Context: an optimization exercise on an open-source flow, tuned for small area, a short achievable clock period and few clock cycles per item. The choices shown serve that exercise and are no tape-out recipe. Power is estimated from default activity; no workload was simulated.

// sqrt_mult_system
module sqrt_mult_system (
    input clk_i,
    input rst_i,
    input start_i,
    input [7:0] a_bi,
    input [7:0] b_bi,
    output [15:0] result,
    output done
);
Size: about 16 flip-flops, ~1300 um^2 of cells after synthesis.
==> flow/config.mk <==
export PLATFORM = sky130hd
export DESIGN_NAME = sqrt_mult_system
export DESIGN_NICKNAME = sqrt_mult_system
export VERILOG_FILES = /design/flow/design.v
export SDC_FILE = /design/flow/constraint.sdc
export NUM_CORES = 4
export LEC_CHECK = 0
export CAP_MARGIN = 20
export CORE_MARGIN = 2
export CORE_UTILIZATION = 40
export SETUP_SLACK_MARGIN = 1.8
export SLEW_MARGIN = 20
==> flow/constraint.sdc <==
create_clock -name core_clock -period 5.0 [get_ports {clk_i}]
set_input_delay 1.0000 -clock core_clock [delete_from_list [all_inputs] [get_ports {clk_i}]]
set_output_delay 1.0000 -clock core_clock [all_outputs]
set_load 0.01 [all_outputs]
standard.sh (not shown) runs the stock make flow with config.mk's settings and CLKGATE_MAP_FILE= SYNTH_SCRIPT=/design/flow/synth_recipe.tcl, a recipe that flattens the netlist after the stock synthesis.
==> flow/flow/run.sh <==
#!/bin/bash
# Layout flow: the standard ORFS flow, with two changes.
#  1. Synthesis is ORFS's own script (with the standard flow's -nofsm -noshare wrapper,
#     flatten and renaming, as in synth_recipe.tcl), but ABC maps with the
#     script in flow/abc.script and full/half adder extraction can be skipped.
#  2. The port buffers inserted during placement are buf cells instead of
#     the slow clkdlybuf cells that buffer_ports picks by default.
# Settings come from flow/params.sh. Each tool's output goes to its own log.
set -euo pipefail
HERE=$(pwd)
source "$HERE/flow/params.sh"
export MY_ABC_SCRIPT="$HERE/flow/abc.script"
export MY_NOFA
export BUFFER_PORTS_ARGS="-buffer_cell $PORT_BUFFER"
sed "s#SYNTH_SCRIPT=[^ ]*#SYNTH_SCRIPT=$HERE/flow/synth.tcl#" standard.sh > my_standard.sh
bash my_standard.sh finish > flow_make.log 2>&1
==> flow/flow/abc.script <==
strash
dch
map -a
topo
stime -c
==> flow/flow/params.sh <==
MY_NOFA=1
PORT_BUFFER=sky130_fd_sc_hd__buf_1
==> flow/flow/synth.tcl <==
# synth_recipe.tcl with two hooks: abc runs flow/abc.script (MY_ABC_SCRIPT),
# and extract_fa is skipped when MY_NOFA is 1.
proc synth {args} { yosys synth -nofsm -noshare {*}$args }
proc abc {args} {
  set out {}
  set skip 0
  foreach a $args {
    if {$skip} { set skip 0; continue }
    if {$a eq "-script" || $a eq "-D"} { set skip 1; continue }
    lappend out $a
  }
  lappend out -script $::env(MY_ABC_SCRIPT)
  yosys abc {*}$out
}
if {$::env(MY_NOFA)} { proc extract_fa {args} {} }
source $::env(SCRIPTS_DIR)/synth.tcl
# left out here: clear keep_hierarchy, flatten, clean up, hide names made inside functions, write 1_2_yosys.v
The first run completed without violations.
Edit:
--- a/flow/design.v
+++ b/flow/design.v
@@ -97,61 +97,61 @@
     wire fl_p0 = lv2 ^ hv0;
     wire fl_g1 = lv3 & hv1;
     wire fl_p1 = lv3 ^ hv1;
     wire fl_g2 = lv4 & hv2;
     wire fl_p2 = lv4 ^ hv2;
     wire fl_g3 = lv5 & hv3;
     wire fl_p3 = lv5 ^ hv3;
-    wire fl_g4 = lv6 & hv4;
-    wire fl_p4 = lv6 ^ hv4;
-    wire fl_g5 = lv7 & hv5;
-    wire fl_p5 = lv7 ^ hv5;
     wire fl_s0_1g = fl_g1 | (fl_p1 & fl_g0);
     wire fl_s0_1p = fl_p1 & fl_p0;
     wire fl_s0_3g = fl_g3 | (fl_p3 & fl_g2);
     wire fl_s0_3p = fl_p3 & fl_p2;
-    wire fl_s0_5g = fl_g5 | (fl_p5 & fl_g4);
-    wire fl_s0_5p = fl_p5 & fl_p4;
     wire fl_s1_2g = fl_g2 | (fl_p2 & fl_s0_1g);
     wire fl_s1_2p = fl_p2 & fl_s0_1p;
     wire fl_s1_3g = fl_s0_3g | (fl_s0_3p & fl_s0_1g);
     wire fl_s1_3p = fl_s0_3p & fl_s0_1p;
-    wire fl_s2_4g = fl_g4 | (fl_p4 & fl_s1_3g);
-    wire fl_s2_4p = fl_p4 & fl_s1_3p;
-    wire fl_s2_5g = fl_s0_5g | (fl_s0_5p & fl_s1_3g);
-    wire fl_s2_5p = fl_s0_5p & fl_s1_3p;
     wire fl_x1 = fl_p1 ^ fl_g0;
     wire fl_x2 = fl_p2 ^ fl_s0_1g;
     wire fl_x3 = fl_p3 ^ fl_s1_2g;
-    wire fl_x4 = fl_p4 ^ fl_s1_3g;
-    wire fl_x5 = fl_p5 ^ fl_s2_4g;
     reg        done_r;
-    reg [7:0] res_lo;
+    reg [5:0] res_lo;
     reg        cy_r;
-    reg [1:0] up_lo;
-    reg [3:0] up_hi;
+    reg [3:0] up_lo;
+    reg [5:0] up_hi;
     always @(posedge clk_i) begin
         done_r <= start_i & ~rst_i;
-        res_lo <= {fl_x5, fl_x4, fl_x3, fl_x2, fl_x1, fl_p0, lv1, lv0};
-        cy_r <= {fl_s2_5g};
-        up_lo <= {lv9, lv8};
-        up_hi <= {hv9, hv8, hv7, hv6};
+        res_lo <= {fl_x3, fl_x2, fl_x1, fl_p0, lv1, lv0};
+        cy_r <= {fl_s1_3g};
+        up_lo <= {lv9, lv8, lv7, lv6};
+        up_hi <= {hv9, hv8, hv7, hv6, hv5, hv4};
     end
     wire fu_g0 = up_lo[0] & up_hi[0];
     wire fu_p0 = up_lo[0] ^ up_hi[0];
     wire fu_g1 = up_lo[1] & up_hi[1];
     wire fu_p1 = up_lo[1] ^ up_hi[1];
+    wire fu_g2 = up_lo[2] & up_hi[2];
+    wire fu_p2 = up_lo[2] ^ up_hi[2];
+    wire fu_g3 = up_lo[3] & up_hi[3];
+    wire fu_p3 = up_lo[3] ^ up_hi[3];
     wire fu_gc = fu_g0 | (fu_p0 & cy_r);
     wire fu_s0_1g = fu_g1 | (fu_p1 & fu_gc);
     wire fu_s0_1p = fu_p1 & fu_p0;
-    wire fu_s0_3p = up_hi[3] & up_hi[2];
-    wire fu_s1_2g = up_hi[2] & fu_s0_1g;
-    wire fu_s1_2p = up_hi[2] & fu_s0_1p;
-    wire fu_s1_3g = fu_s0_3p & fu_s0_1g;
+    wire fu_s0_3g = fu_g3 | (fu_p3 & fu_g2);
+    wire fu_s0_3p = fu_p3 & fu_p2;
+    wire fu_s0_5p = up_hi[5] & up_hi[4];
+    wire fu_s1_2g = fu_g2 | (fu_p2 & fu_s0_1g);
+    wire fu_s1_2p = fu_p2 & fu_s0_1p;
+    wire fu_s1_3g = fu_s0_3g | (fu_s0_3p & fu_s0_1g);
     wire fu_s1_3p = fu_s0_3p & fu_s0_1p;
+    wire fu_s2_4g = up_hi[4] & fu_s1_3g;
+    wire fu_s2_4p = up_hi[4] & fu_s1_3p;
+    wire fu_s2_5g = fu_s0_5p & fu_s1_3g;
+    wire fu_s2_5p = fu_s0_5p & fu_s1_3p;
     wire fu_x0 = fu_p0 ^ cy_r;
     wire fu_x1 = fu_p1 ^ fu_gc;
-    wire fu_x2 = up_hi[2] ^ fu_s0_1g;
-    wire fu_x3 = up_hi[3] ^ fu_s1_2g;
-    assign result = {4'b0, fu_x3, fu_x2, fu_x1, fu_x0, res_lo};
+    wire fu_x2 = fu_p2 ^ fu_s0_1g;
+    wire fu_x3 = fu_p3 ^ fu_s1_2g;
+    wire fu_x4 = up_hi[4] ^ fu_s1_3g;
+    wire fu_x5 = up_hi[5] ^ fu_s2_4g;
+    assign result = {4'b0, fu_x5, fu_x4, fu_x3, fu_x2, fu_x1, fu_x0, res_lo};
     assign done   = done_r;
 endmodule
=>
- The changed run completed without violations
- total power falls by about 10%
- sequential power rises by about 8%
- final area falls by 18%
- utilization falls by 12 points
- worst setup slack gets better by 0.23 ns
- count of clock-buffer cells in the layout falls by 1
- sequential cell count rises by 2
- die area rises by 1.7%
- wire length falls by 14%
- non-clock buffer count falls by 16
- sequential share of layout area rises by 6.4 points
No run of this note included a check of the RTL's function; only the layout flow was run.

-- afterwards: timing with drivers on the ports --
Ports are ideal in the flow. The routed layouts listed here were re-timed in OpenROAD.
Step 1, drivers: a clkbuf_16 drives clk_i and a buf_2 each remaining input, both assumed.
Step 2 adds t to the input delays and takes it off the output delays; t is the mean of the earliest and latest rising clock arrival at the registers after step 1. Input paths then give back, and output paths get back, about the clock's delay inside the block.
a / b / c = ideal ports / drivers / drivers and shift; a / b = the first two.
| run | t, ns | setup WS [ns] | worst setup path at the end | worst register clock-pin slew, ns | cell pins on the clock port's net |
|---|---|---|---|---|---|
| the first run | 0.293 | 1.756 / 1.747 / 1.453 | input to register | 0.09 / 0.09 | 1 |
| the second run | 0.311 | 1.988 / 1.967 / 1.674 | input to register | 0.10 / 0.10 | 1 |
After both steps every run listed still meets setup and hold. The setup slack of the second run, which loses most, moves by -0.021 ns with the drivers and by -0.314 ns with both steps.
